What follows belongs to an exercise in optimizing a design on an open flow for small area, a short achievable clock period and few clock cycles per item; a production flow would make more cautious choices. Function was not checked in any run shown here: the RTL went through the layout flow alone. Power figures rest on the tool's default switching activity, not on a simulated workload.

==> flow/design.v <==
module SystolicArrayAxiWrapper(
    input axi_clk,
    input axi_rst_n,
    input s_axis_valid,
    input [47:0] s_axis_data,
    output s_axis_ready,
    output m_axis_valid,
    output [143:0] m_axis_data,
    input m_axis_ready
);
logic ovalid;    
logic [15:0] acc [0:8];
logic [1:0] cy [0:8];
logic [1:0]  beat_in;   
logic        v1;        
logic        first, last;    
logic [47:0] d;
wire stall = first && ovalid && !m_axis_ready;
wire go = v1 && !stall;
assign s_axis_ready = !(v1 && stall);
assign m_axis_valid = ovalid;
wire fire = s_axis_valid && s_axis_ready;
always_ff @(posedge axi_clk) begin
    if (!axi_rst_n) begin
        beat_in <= 2'd0;
        v1 <= 1'b0;
        ovalid <= 1'b0;
    end else begin
        if (fire) beat_in <= (beat_in == 2'd2) ? 2'd0 : beat_in + 2'd1;
        if (s_axis_ready) v1 <= s_axis_valid;
        if (go && last) ovalid <= 1'b1;
        else if (m_axis_ready) ovalid <= 1'b0;
    end
end
always_ff @(posedge axi_clk) begin
    if (s_axis_ready) begin
        d <= s_axis_data;
        first <= (beat_in == 2'd0);
        last <= (beat_in == 2'd2);
    end
end
wire gate = 1'b1;
wire clr = first;
logic [3:0] one [0:2], two [0:2], neg [0:2];
genvar j, r;
generate
    for (j = 0; j < 3; j++) begin : g_enc
        wire [8:0] b = {s_axis_data[24 + 8*j +: 8], 1'b0};
        for (r = 0; r < 4; r++) begin : g_dig
            wire one_d = b[2*r+1] ^ b[2*r];
            wire two_d = (b[2*r+2] & ~b[2*r+1] & ~b[2*r]) | (~b[2*r+2] & b[2*r+1] & b[2*r]);
            wire neg_d = b[2*r+2];
            always_ff @(posedge axi_clk) begin
                if (s_axis_ready) begin
                    one[j][r] <= one_d;
                    two[j][r] <= two_d;
                    neg[j][r] <= neg_d;
                end
            end
        end
    end
endgenerate
genvar i, jj;
generate
    for (i = 0; i < 3; i++) begin : g_row
        for (jj = 0; jj < 3; jj++) begin : g_col
            wire [15:0] sum;
            wire [1:0] cout;
            wire [15:0] start = clr ? 16'h0100 : acc[3*i+jj];
            Mac u_mac (.a(d[8*i +: 8]), .one(one[jj]), .two(two[jj]), .neg(neg[jj]), .act(gate), .acc(start), .cin(clr ? 2'd0 : cy[3*i+jj]), .cout(cout), .sum(sum));
            always_ff @(posedge axi_clk) if (go) cy[3*i+jj] <= cout;
            always_ff @(posedge axi_clk) if (go) acc[3*i+jj] <= sum;
            assign m_axis_data[16*(3*i+jj) +: 16] = acc[3*i+jj] + {1'b0, 1'b0, 1'b0, 1'b0, 1'b0, cy[3*i+jj][1], 1'b0, 1'b0, 1'b0, 1'b0, cy[3*i+jj][0], 1'b0, 1'b0, 1'b0, 1'b0, 1'b0};
        end
    end
endgenerate
endmodule
module Mac(
    input [7:0] a,
    input [3:0] one, two, neg,
    input act,
    input [15:0] acc,
    input [1:0] cin,
    output [1:0] cout,
    output [15:0] sum
);
    wire p0 = (one[0] & a[0]) ^ neg[0];
    wire p1 = ((one[0] & a[1]) | (two[0] & a[0])) ^ neg[0];
    wire p2 = ((one[0] & a[2]) | (two[0] & a[1])) ^ neg[0];
    wire p3 = ((one[0] & a[3]) | (two[0] & a[2])) ^ neg[0];
    wire p4 = ((one[0] & a[4]) | (two[0] & a[3])) ^ neg[0];
    wire p5 = ((one[0] & a[5]) | (two[0] & a[4])) ^ neg[0];
    wire p6 = ((one[0] & a[6]) | (two[0] & a[5])) ^ neg[0];
    wire p7 = ((one[0] & a[7]) | (two[0] & a[6])) ^ neg[0];
    wire p8 = ((one[0] & a[7]) | (two[0] & a[7])) ^ neg[0];
    wire p9 = ~p8 & act;
    wire p10 = (one[1] & a[0]) ^ neg[1];
    wire p11 = ((one[1] & a[1]) | (two[1] & a[0])) ^ neg[1];
    wire p12 = ((one[1] & a[2]) | (two[1] & a[1])) ^ neg[1];
    wire p13 = ((one[1] & a[3]) | (two[1] & a[2])) ^ neg[1];
    wire p14 = ((one[1] & a[4]) | (two[1] & a[3])) ^ neg[1];
    wire p15 = ((one[1] & a[5]) | (two[1] & a[4])) ^ neg[1];
    wire p16 = ((one[1] & a[6]) | (two[1] & a[5])) ^ neg[1];
    wire p17 = ((one[1] & a[7]) | (two[1] & a[6])) ^ neg[1];
    wire p18 = ((one[1] & a[7]) | (two[1] & a[7])) ^ neg[1];
    wire p19 = ~p18 & act;
    wire p20 = (one[2] & a[0]) ^ neg[2];
    wire p21 = ((one[2] & a[1]) | (two[2] & a[0])) ^ neg[2];
    wire p22 = ((one[2] & a[2]) | (two[2] & a[1])) ^ neg[2];
    wire p23 = ((one[2] & a[3]) | (two[2] & a[2])) ^ neg[2];
    wire p24 = ((one[2] & a[4]) | (two[2] & a[3])) ^ neg[2];
    wire p25 = ((one[2] & a[5]) | (two[2] & a[4])) ^ neg[2];
    wire p26 = ((one[2] & a[6]) | (two[2] & a[5])) ^ neg[2];
    wire p27 = ((one[2] & a[7]) | (two[2] & a[6])) ^ neg[2];
    wire p28 = ((one[2] & a[7]) | (two[2] & a[7])) ^ neg[2];
    wire p29 = ~p28 & act;
    wire p30 = (one[3] & a[0]) ^ neg[3];
    wire p31 = ((one[3] & a[1]) | (two[3] & a[0])) ^ neg[3];
    wire p32 = ((one[3] & a[2]) | (two[3] & a[1])) ^ neg[3];
    wire p33 = ((one[3] & a[3]) | (two[3] & a[2])) ^ neg[3];
    wire p34 = ((one[3] & a[4]) | (two[3] & a[3])) ^ neg[3];
    wire p35 = ((one[3] & a[5]) | (two[3] & a[4])) ^ neg[3];
    wire p36 = ((one[3] & a[6]) | (two[3] & a[5])) ^ neg[3];
    wire p37 = ((one[3] & a[7]) | (two[3] & a[6])) ^ neg[3];
    wire p38 = ((one[3] & a[7]) | (two[3] & a[7])) ^ neg[3];
    wire p39 = ~p38 & act;
    wire s40 = neg[0] ^ p0 ^ acc[0];
    wire c41 = (neg[0] & p0) | (neg[0] & acc[0]) | (p0 & acc[0]);
    wire s42 = neg[1] ^ p10 ^ p2;
    wire c43 = (neg[1] & p10) | (neg[1] & p2) | (p10 & p2);
    wire s44 = p11 ^ p3 ^ acc[3];
    wire c45 = (p11 & p3) | (p11 & acc[3]) | (p3 & acc[3]);
    wire s46 = neg[2] ^ p12 ^ p20;
    wire c47 = (neg[2] & p12) | (neg[2] & p20) | (p12 & p20);
    wire s48 = p13 ^ p21 ^ p5;
    wire c49 = (p13 & p21) | (p13 & p5) | (p21 & p5);
    wire s50 = neg[3] ^ p14 ^ p22;
    wire c51 = (neg[3] & p14) | (neg[3] & p22) | (p14 & p22);
    wire s52 = p30 ^ p6 ^ acc[6];
    wire c53 = (p30 & p6) | (p30 & acc[6]) | (p6 & acc[6]);
    wire s54 = p15 ^ p23 ^ p31;
    wire c55 = (p15 & p23) | (p15 & p31) | (p23 & p31);
    wire s56 = p16 ^ p24 ^ p32;
    wire c57 = (p16 & p24) | (p16 & p32) | (p24 & p32);
    wire s58 = p17 ^ p25 ^ p33;
    wire c59 = (p17 & p25) | (p17 & p33) | (p25 & p33);
    wire s60 = p19 ^ p26 ^ p34;
    wire c61 = (p19 & p26) | (p19 & p34) | (p26 & p34);
    wire s62 = p27 ^ p35 ^ acc[11];
    wire c63 = (p27 & p35) | (p27 & acc[11]) | (p35 & acc[11]);
    wire s64 = p29 ^ p36 ^ acc[12];
    wire c65 = (p29 & p36) | (p29 & acc[12]) | (p36 & acc[12]);
    wire s66 = p1 ^ acc[1] ^ c41;
    wire c67 = (p1 & acc[1]) | (p1 & c41) | (acc[1] & c41);
    wire s68 = p4 ^ s46 ^ acc[4];
    wire c69 = (p4 & s46) | (p4 & acc[4]) | (s46 & acc[4]);
    wire s70 = c47 ^ s48 ^ acc[5];
    wire c71 = (c47 & s48) | (c47 & acc[5]) | (s48 & acc[5]);
    wire s72 = c49 ^ s50 ^ s52;
    wire c73 = (c49 & s50) | (c49 & s52) | (s50 & s52);
    wire s74 = p7 ^ c51 ^ s54;
    wire c75 = (p7 & c51) | (p7 & s54) | (c51 & s54);
    wire s76 = p9 ^ c55 ^ s56;
    wire c77 = (p9 & c55) | (p9 & s56) | (c55 & s56);
    wire s78 = c57 ^ s58 ^ acc[9];
    wire c79 = (c57 & s58) | (c57 & acc[9]) | (s58 & acc[9]);
    wire s80 = c59 ^ s60 ^ acc[10];
    wire c81 = (c59 & s60) | (c59 & acc[10]) | (s60 & acc[10]);
    wire s82 = p37 ^ acc[13] ^ c65;
    wire c83 = (p37 & acc[13]) | (p37 & c65) | (acc[13] & c65);
    wire s84 = s42 ^ acc[2] ^ c67;
    wire c85 = (s42 & acc[2]) | (s42 & c67) | (acc[2] & c67);
    wire s86 = cin[0] ^ c69 ^ s70;
    wire c87 = (cin[0] & c69) | (cin[0] & s70) | (c69 & s70);
    wire s88 = acc[7] ^ s74 ^ c53;
    wire c89 = (acc[7] & s74) | (acc[7] & c53) | (s74 & c53);
    wire s90 = acc[8] ^ c75 ^ s76;
    wire c91 = (acc[8] & c75) | (acc[8] & s76) | (c75 & s76);
    wire s92 = cin[1] ^ c79 ^ s80;
    wire c93 = (cin[1] & c79) | (cin[1] & s80) | (c79 & s80);
    wire s94 = c61 ^ c81 ^ s62;
    wire c95 = (c61 & c81) | (c61 & s62) | (c81 & s62);
    wire s96 = p39 ^ acc[14] ^ c83;
    wire c97 = (p39 & acc[14]) | (p39 & c83) | (acc[14] & c83);
    wire s98 = c43 ^ s44 ^ c85;
    wire c99 = (c43 & s44) | (c43 & c85) | (s44 & c85);
    wire s100 = c71 ^ c87 ^ s72;
    wire c101 = (c71 & c87) | (c71 & s72) | (c87 & s72);
    wire s102 = c77 ^ s78 ^ c91;
    wire c103 = (c77 & s78) | (c77 & c91) | (s78 & c91);
    wire s104 = c63 ^ s64 ^ c95;
    wire c105 = (c63 & s64) | (c63 & c95) | (s64 & c95);
    wire s106 = c45 ^ s68 ^ c99;
    wire c107 = (c45 & s68) | (c45 & c99) | (s68 & c99);
    wire s108 = c73 ^ s88 ^ c101;
    wire c109 = (c73 & s88) | (c73 & c101) | (s88 & c101);
    wire s110 = s90 ^ c89 ^ c109;
    wire c111 = (s90 & c89) | (s90 & c109) | (c89 & c109);
    wire [15:0] rx = {acc[15], s96, s82, s104, c93, s92, s102, s110, s108, s100, s86, s106, s98, s84, s66, s40};
    wire [15:0] ry = {c97, 1'b0, c105, 1'b0, s94, c103, c111, 1'b0, 1'b0, 1'b0, c107, 1'b0, 1'b0, 1'b0, 1'b0, 1'b0};
    assign {cout[0], sum[4:0]} = rx[4:0] + ry[4:0];
    assign {cout[1], sum[9:5]} = rx[9:5] + ry[9:5];
    assign sum[15:10] = rx[15:10] + ry[15:10];
endmodule
==> flow/run.sh <==
#!/bin/bash
# synth_recipe.tcl (not shown) runs the flow's synth.tcl, then flattens the netlist and writes it again
# the make line also repeats each setting of config.mk as NAME=value (left out here)
make -C /OpenROAD-flow-scripts/flow DESIGN_CONFIG=/design/flow/config.mk WORK_HOME=/design/flow/orfs CLKGATE_MAP_FILE= SYNTH_SCRIPT=/design/flow/synth_recipe.tcl finish
==> flow/config.mk <==
export PLATFORM = sky130hd
export DESIGN_NAME = SystolicArrayAxiWrapper
export DESIGN_NICKNAME = SystolicArrayAxiWrapper
export VERILOG_FILES = /design/flow/design.v
export SDC_FILE = /design/flow/constraint.sdc
export NUM_CORES = 4
export LEC_CHECK = 0
export CAP_MARGIN = 20
export CORE_MARGIN = 2
export CORE_UTILIZATION = 40
export SETUP_SLACK_MARGIN = 2.6
export SLEW_MARGIN = 20
==> flow/constraint.sdc <==
create_clock -name core_clock -period 6.5 [get_ports {axi_clk}]
set_input_delay 1.3000 -clock core_clock [delete_from_list [all_inputs] [get_ports {axi_clk}]]
set_output_delay 1.3000 -clock core_clock [all_outputs]
set_load 0.01 [all_outputs]
==> summary.md, run 1 <==
| Metric | Value |
|---|---|
| Worst-path fanout max | `6` |
| Post-Layout Inst Area | `about 31000 µm²` |
| Synthesized net count | `~2600` |
| Hpwl dp | `about 45 mm` |
| Hold crit path type | `reg -> reg` |
| Final hold violations | `0` |
| Pwr Density | `~470 nW/µm²` |
| WL final | `71.3 mm` |
| Final setup fails | `0` |
| Max Cap Viol | `0` |
| Crit path DAT | `approximately 4500 ps` |
| Worst Path Buf+Inv | `1` |
| Die area | `62500 µm²` |
| # clock sinks | `~220` |
| Post-synthesis sequential area ratio | `0.270` |
| Crit path required time | `a little under 7000 ps` |
| Synth Warn # | `11` |
| Critical-path top delay cell | `fa_1` |
| WHS | `around 500 ps` |
| CTS tree | `built` |
| Core Util, Final | `0.509` |
| Initial drt markers | `roughly 1400` |
| Final ANT Viol Nets | `0` |
| Largest net degree at the start of global routing | `154` |
| Non-filler cells, final | `approximately 3200` |
| Initial core utilization | `0.402` |
| HP Start | `beat_in[1]` |
| Setup WS pre-CTS | `~1800 ps` |
| Via/cell ratio | `between 5 and 6` |
| Worst-Margin Slew | `around 1000 ps` |
| Cell Area, Placed | `approximately 27000 µm²` |
| Worst Reg2Reg Path Length in Cells | `12` |
| CTS Buf Count | `29` |
| Critical path endpoint category | `flop` |
| Row count | `90` |
| Area grow syn2layout | `26.5%` |
| Core Area | `~60000 µm²` |
| DR vias | `approximately 17000` |
| Max-slew violation count | `0` |
| Yosys reg bits | `219` |
| Maximum VDD drop | `0.419 mV` |
| Vias in the first global route | `around 19000` |
| Crit-path cells | `buf_4 > a22oi_1 > xnor2_1 > fa_1 > fa_1 > ha_2 > fa_2 > fa_2 > fa_2 > ha_4 > and3_4 > a31o_2` |
| CTS max path bufs | `3` |
| Worst R2R Start | `one[0][0]` |
| Status | `timing/DRC/antenna clean` |
| Total Negative Setup Slacks | `0 ps` |
| Clk Latency, worst-skew pair | `approximately 600 ps` |
| Die span in x | `approximately 250 µm` |
| Setup crit start kind | `flop` |
| Htree depth | `1` |
| Critical path class | `reg -> reg` |
| Synth unique cells | `37` |
| Ports | `198` |
| Post-synthesis cell area | `24200 µm²` |
| Hold Path Depth | `2` |
| Tot GR Track Use | `0.228` |
| Root buf cell | `clkbuf_16` |
| Avg Inst Size Synth | `~11 µm²` |
| Inst Count DP | `about 3000` |
| Die height | `about 250 µm` |
| Flop2flop setup slack | `roughly 2400 ps` |
| First-pass GRT wire length | `approximately 110 mm` |
| Routed length per instance | `22.0 µm` |
| CTS clk-pin slew, worst paths | `~60 ps` |
| Leakage | `12.0 nW` |
| Largest delay share family, worst path | `adder cells` |
| Relative slew slack | `0.327` |
| Max incr delay on CP | `~500 ps` |
| Antenna violations before repair | `1` |
| Synth Instances | `2208` |
| RR Endpoint | `cy[6][1]` |
| RSZ-0062 raised after global routing | `true` |
| RD Place Congestion | `between 0.8 and 0.9` |
| GRT Residual Overflow | `0` |
| 1st-pass router iterations | `5` |
| Clock Skew | `between 15 and 20 ps` |
| Share of layout cells above drive strength 1 | `0.244` |
| NumNets Final | `about 2900` |
| Final Total Pwr | `about 14 mW` |
| CP dominant cell by count | `fa_2` |
| Fmax | `~240 MHz` |
| Hold buffer count at cts | `0` |
| Fin crit period | `about 4100 ps` |
| Final period util | `0.636` |
| DRC viols | `0` |
| Worst hold endpoint | `beat_in[1]` |
| Post-route setup slack | `approximately 2400 ps` |
| PortBufs | `between 150 and 200` |
report_power, final:
| part | internal, mW | switching (mW) | leakage, nW |
|---|---|---|---|
| Combinational | 5.05 | 4.83 | 9.40 |
| Clock | 0.926 | 0.664 | 0.446 |
| Sequential | 2.58 | 0.409 | 2.14 |
| Total | 8.55 | 5.90 | 12.0 |
tightest hold or removal path, stage by stage, from the launching register on:
cell and delay, ps:
dfxtp_1 320, nand2_1 60, mux2i_1 60
layout by cell type (no fill, tap or decap), drive strengths merged, types with 2 or more instances in the layout:
master	count
edfxtp	215
dfxtp	4
nand3b	11
inv	248
xnor2	228
o31ai	2
o21ai	51
clkdlybuf4s50	196
or2	3
a21boi	2
a22oi	252
ha	81
buf	244
clkinvlp	2
fa	297
bufinv	2
clkinv	9
nor2b	102
a31oi	6
nor2	12
o21bai	6
and3	13
mux2	17
bufbuf	2
nand3	41
a31o	5
nand2b	68
clkbuf	41
xor2	213
mux2i	12
a21oi	9
nand2	55
cell usage after synthesis:
library cell  instances  area share
a21boi_0              2     0.00062
a21o_1                1     0.00031
a21oi_1               9      0.0019
a22oi_1             248       0.077
a22oi_2               1     0.00052
a22oi_4               3      0.0026
a31o_2                5      0.0018
a31oi_1               6      0.0016
a41oi_1               1     0.00036
and3_1               13      0.0034
buf_1                 1     0.00015
buf_2                84       0.017
buf_4                95       0.029
buf_6                 4      0.0019
clkbuf_1             67       0.010
dfxtp_1               4      0.0033
edfxtp_1            215        0.27
fa_1                297        0.25
ha_1                 81       0.042
inv_1               248       0.038
mux2_2               17      0.0079
mux2i_1              12      0.0050
nand2_1              55      0.0085
nand2b_1             68       0.018
nand3_1              41      0.0085
nand3b_1             11      0.0034
nand4b_1              1     0.00036
nor2_1               12      0.0019
nor2b_1             102       0.026
nor3b_1               1     0.00031
o21ai_0              51       0.011
o21bai_1              6      0.0019
o31ai_1               2     0.00062
or2_2                 3     0.00078
xnor2_1             224       0.081
xnor2_2               4      0.0027
xor2_1              213       0.077
flip-flops by register name, summed over array words and instances, names as in the netlist:
name	flops
first	1
last	1
neg	12
d	24
beat_in	2
v1	1
ovalid	1
cy	9
two	12
one	12
acc	144
worst max-delay path by stage:
stage          slack, ps  depth (start not counted)           end         start
2_1_floorplan       1990                          1  s_axis_ready  m_axis_ready
3_3_place_gp        1820                         11      cy[6][1]         d[16]
3_5_place_dp        1770                         11      cy[6][1]         d[17]
4_1_cts             2410                         13      cy[8][1]     one[2][2]
5_1_grt             2260                         13     acc[3][9]     two[0][2]
6_report            2370                         12      cy[6][1]     one[0][0]
layer usage:
| metal | vias up | GRT usage | wire length (µm) |
|---|---|---|---|
| met2 | 664 | 0.383 | 34800 |
| met1 | 8848 | 0.297 | 29000 |
| met3 | 140 | 0.0347 | 5080 |
| met5 | - | 0 | 0 |
| li1 | 7623 | - | - |
| met4 | 0 | 0.0838 | 2320 |
kinds of logic after synthesis:
family | synth area share
compound gates | 0.0997
xor+xnor | 0.161
fa+ha+maj | 0.288
buf+inv | 0.0977
flops | 0.270
mux | 0.0129
simple gates | 0.0711
layout make-up:
type,count,area [µm²]
flip-flops and latches,219,6540
multi-input cells,1490,16600
fillers,5278,29500
well taps,782,978
clock inverters,13,118
repair buffers,445,4600
diodes,1,2.50
inverters,248,931
clock buffers,39,793
what timing repair did:
action	in CTS	in global routing
gates resized for setup	118	172
pin swaps	82	132
setup endpoints to repair	85	60
gates cloned	2	2
setup buffers	168	20
==> run 2: changes to the inputs <==
--- a/flow/config.mk
+++ b/flow/config.mk
@@ -10,3 +10,4 @@
 export CORE_UTILIZATION = 40
 export SETUP_SLACK_MARGIN = 2.6
 export SLEW_MARGIN = 20
+export TNS_END_PERCENT = 0
==> run 2 against run 1 <==
Net effect: synthesized cell count stayed put; worst setup slack got worse by 77 ps; routed wire length decreased by 4.2%; still clean; clock-buffer cell count shrank 4; largest power group unchanged; global-route usage decreased by 0.83 points; register-to-register slack got worse by 80 ps; clock skew is 4.9 ps lower; fmax shrank 1.8%; area after synthesis stayed put; sequential share of layout area rose by 0.86 points.
==> summary.md, run 2 <==
| Metric | Value |
|---|---|
| Pwr Density | `~450 nW/µm²` |
| CTS max path bufs | `3` |
| Die height | `between 200 and 250 µm` |
| Relative slew slack | `0.246` |
| Worst-path fanout max | `4` |
| Fin crit period | `4210 ps` |
| Crit-path cells | `buf_6 > a22oi_2 > xor2_1 > fa_1 > inv_1 > fa_1 > fa_1 > fa_2 > fa_2 > ha_4 > and3_4 > a31o_2` |
| Commonest non-fill, non-tap cells in the layout | `fa_1, inv_1, xnor2_1` |
| Via/cell ratio | `around 5.3` |
| Largest register FFs | `approximately 140` |
| Synth Warn # | `11` |
| Grt peak-use layer | `met2` |
| Fillers | `5448` |
| Met3 Usage GRT | `0.0288` |
| Critical path class | `reg -> reg` |
| Critical path endpoint category | `flop` |
| Tot GR Track Use | `0.219` |
| Leakage | `11.8 nW` |
| DR vias | `around 17000` |
| RSZ-0062 raised after global routing | `true` |
| Worst-Margin Slew | `approximately 1100 ps` |
| Die span in x | `about 250 µm` |
| DRC viols | `0` |
| Critical path depth in cells | `12` |
| Reg area | `6540 µm²` |
| Core Area | `60100 µm²` |
| Ports | `198` |
| Crit path DAT | `about 4500 ps` |
| Antenna violations before repair | `2` |
| Setup crit start kind | `flop` |
| RD Place Congestion | `~0.86` |
| Largest cells by area after synthesis | `edfxtp_1, fa_1, xnor2_1, xor2_1, a22oi_1` |
| Final hold violations | `0` |
| Crit path required time | `about 6800 ps` |
| First-pass GRT wire length | `between 100 and 150 mm` |
| Final ANT Viol Nets | `0` |
| HP Start | `beat_in[1]` |
| Status | `timing/DRC/antenna clean` |
| Post-synthesis cell area | `~24000 µm²` |
| Fmax | `around 240 MHz` |
| Largest net degree at the start of global routing | `154` |
| Initial core utilization | `0.402` |
| Biggest area consumer among synthesized cells | `edfxtp_1` |
| Part of the power in combinational logic | `0.660` |
| PortBufs | `around 200` |
| Internal power | `between 7 and 8 mW` |
| Yosys reg bits | `between 200 and 250` |
| Clk Latency, worst-skew pair | `580 ps` |
| Total Negative Setup Slacks | `0 ps` |
| Htree depth | `1` |
| GRT Residual Overflow | `0` |
| CTS tree | `built` |
| Final setup fails | `0` |
| Max Cap Viol | `0` |
| Post-synth EDFFs | `roughly 220` |
| CP dominant cell by count | `fa_1` |
| Max incr delay on CP | `approximately 570 ps` |
| N_diodes | `0` |
| Share of layout cells above drive strength 1 | `0.171` |
| Clock Skew | `14.8 ps` |
| Synth top area share | `0.267` |
| Most common cell in the netlist | `fa_1` |
| Sw frac | `0.408` |
| CTS Buf Count | `28` |
| Worst Reg2Reg Path Length in Cells | `12` |
| Hold crit path type | `reg -> reg` |
| Largest delay share family, worst path | `adder cells` |
| Worst Path Buf+Inv | `2` |
| CTS clk-pin slew, worst paths | `60 ps` |
| Critical-path top delay cell | `fa_1` |
| Hpwl dp | `45.2 mm` |
| Synth Instances | `around 2200` |
| Worst Setup SP | `one[1][1]` |
| Max-slew violation count | `0` |
| Met1 usage | `0.291` |
| Final Total Pwr | `13.2 mW` |
| Routed length per instance | `~21 µm` |
| NumNets Final | `between 2000 and 3000` |
| Post-synthesis sequential area ratio | `0.270` |
| Clk pwr share | `0.115` |
| Most common library cells after synthesis | `fa_1, a22oi_1, inv_1` |
| Ys flop type | `edfxtp_1` |
| 1st-pass router iterations | `5` |
| Sequential share of power | `0.224` |
| Synthesized net count | `roughly 2600` |
| Initial drt markers | `between 1000 and 1500` |
| Switching power | `approximately 5.4 mW` |
| Most common cell after layout, fill and taps aside | `fa_1` |
| Avg Inst Size Synth | `roughly 11 µm²` |
| Top Registers | `acc x144, d x24` |
| Hold buffer count at cts | `0` |
| Maximum VDD drop | `roughly 0.31 mV` |
| Synth async-reset ratio | `0` |
| Vias in the first global route | `roughly 18000` |
| WL final | `68.2 mm` |
| # clock sinks | `~220` |
| Hold Path Depth | `2` |
| Synth unique cells | `37` |
| Met2 Resource Use GR | `0.370` |
| Area of the multi-input gates | `15800 µm²` |
| Area grow syn2layout | `21.6%` |
| Die area | `62500 µm²` |
| Root buf cell | `clkbuf_16` |
| Final period util | `0.647` |
| Worst R2R Start | `one[1][1]` |
| Row count | `90` |
| Biggest register | `acc` |
==> run 2: cell families (layout without fill, tap and decap cells) <==
family / Yosys count / count (layout) / synth area share
simple gates: 307 / 307 / 0.0711
mux: 29 / 29 / 0.0129
fa+ha+maj: 378 / 378 / 0.288
buf+inv: 499 / 750 / 0.0977
xor+xnor: 441 / 441 / 0.161
compound gates: 335 / 335 / 0.0997
flops: 219 / 219 / 0.270
==> run 2: routing by layer <==
layer / up-vias / part of all wire / routed length (µm)
li1: 7643 / - / -
met1: 8735 / 0.42 / 28300
met2: 683 / 0.48 / 33100
met3: 137 / 0.064 / 4370
met4: 4 / 0.036 / 2440
met5: - / 0.00041 / 28
==> run 2: cell type report <==
class                           instances  area share
Clock inverter                         17     0.00442
Tap cell                              782      0.0333
Multi-Input combinational cell       1490       0.536
Sequential cell                       219       0.222
Clock buffer                           35      0.0254
Inverter                              248      0.0316
Timing Repair Buffer                  450       0.147
==> run 2: through the flow <==
step	hold slack (ps)	utilization	cells	setup WS [ps]	instance area, µm²
after CTS	495	0.482	3218	2310	29000
after global placement	465	0.436	2995	1710	26200
after detailed placement	487	0.436	2995	1560	26200
after floorplan	454	-	2208	1990	24200
after global routing	532	0.489	3241	2170	29400
final	493	0.489	3241	2290	29400
==> run 2: path summary, 6_finish.rpt <==
kind                              endpoint  slack, ps
worst min register to register  beat_in[1]        490
worst max register to register    cy[7][1]       2290
worst min-delay path            beat_in[1]        490
worst max-delay path              cy[7][1]       2290
==> run 2: tightest hold or removal path, delay by kind of cell (launching register included) <==
family / cells / cell delay (ps)
muxes: 1 / 60
and+or+nand+nor: 1 / 60
DFF: 1 / 320
==> run 2: repair_timing <==
action | 4_1_cts | 5_1_grt
pin swaps | 49 | 48
gates cloned | 2 | 0
setup endpoints to repair | 85 | 71
gates resized for setup | 65 | 57
endpoints found under the hold margin | 0 | 0
setup buffers | 169 | 23
==> run 2: power groups by stage <==
stage | clock [mW] | combinational (mW) | sequential, mW
2_1_floorplan | 0 | 5.89 | 2.79
6_report | 1.52 | 8.70 | 2.95
4_1_cts | 1.56 | 8.42 | 2.96
3_5_place_dp | 0 | 7.81 | 3.08
3_3_place_gp | 0 | 7.60 | 3.08
5_1_grt | 1.61 | 9.79 | 3.01

-- afterwards: timing with drivers on the ports --
No port has a modelled driver above. Below, the same layouts with a new extraction and two added sets of constraints.
Step 1 assumes that a clkbuf_16 drives the clock port and a buf_2 every other input.
Step 2 moves the port delays by t, midway between the first and last clock arrival at a register: inputs arrive t later, outputs are due t later. That takes back most of the time a late clock gives input paths.
a / b / c = ideal / step 1 / step 2; a / b = the first two.
run	t (ns)	setup slack, ns	worst setup path after step 2	latest minus earliest clock arrival (ns)
run 1	0.635	2.369 / 2.369 / 2.369	register to register	0.020 / 0.020
run 2	0.629	2.292 / 2.292 / 2.292	register to register	0.015 / 0.015
After both steps every run listed still meets setup and hold.
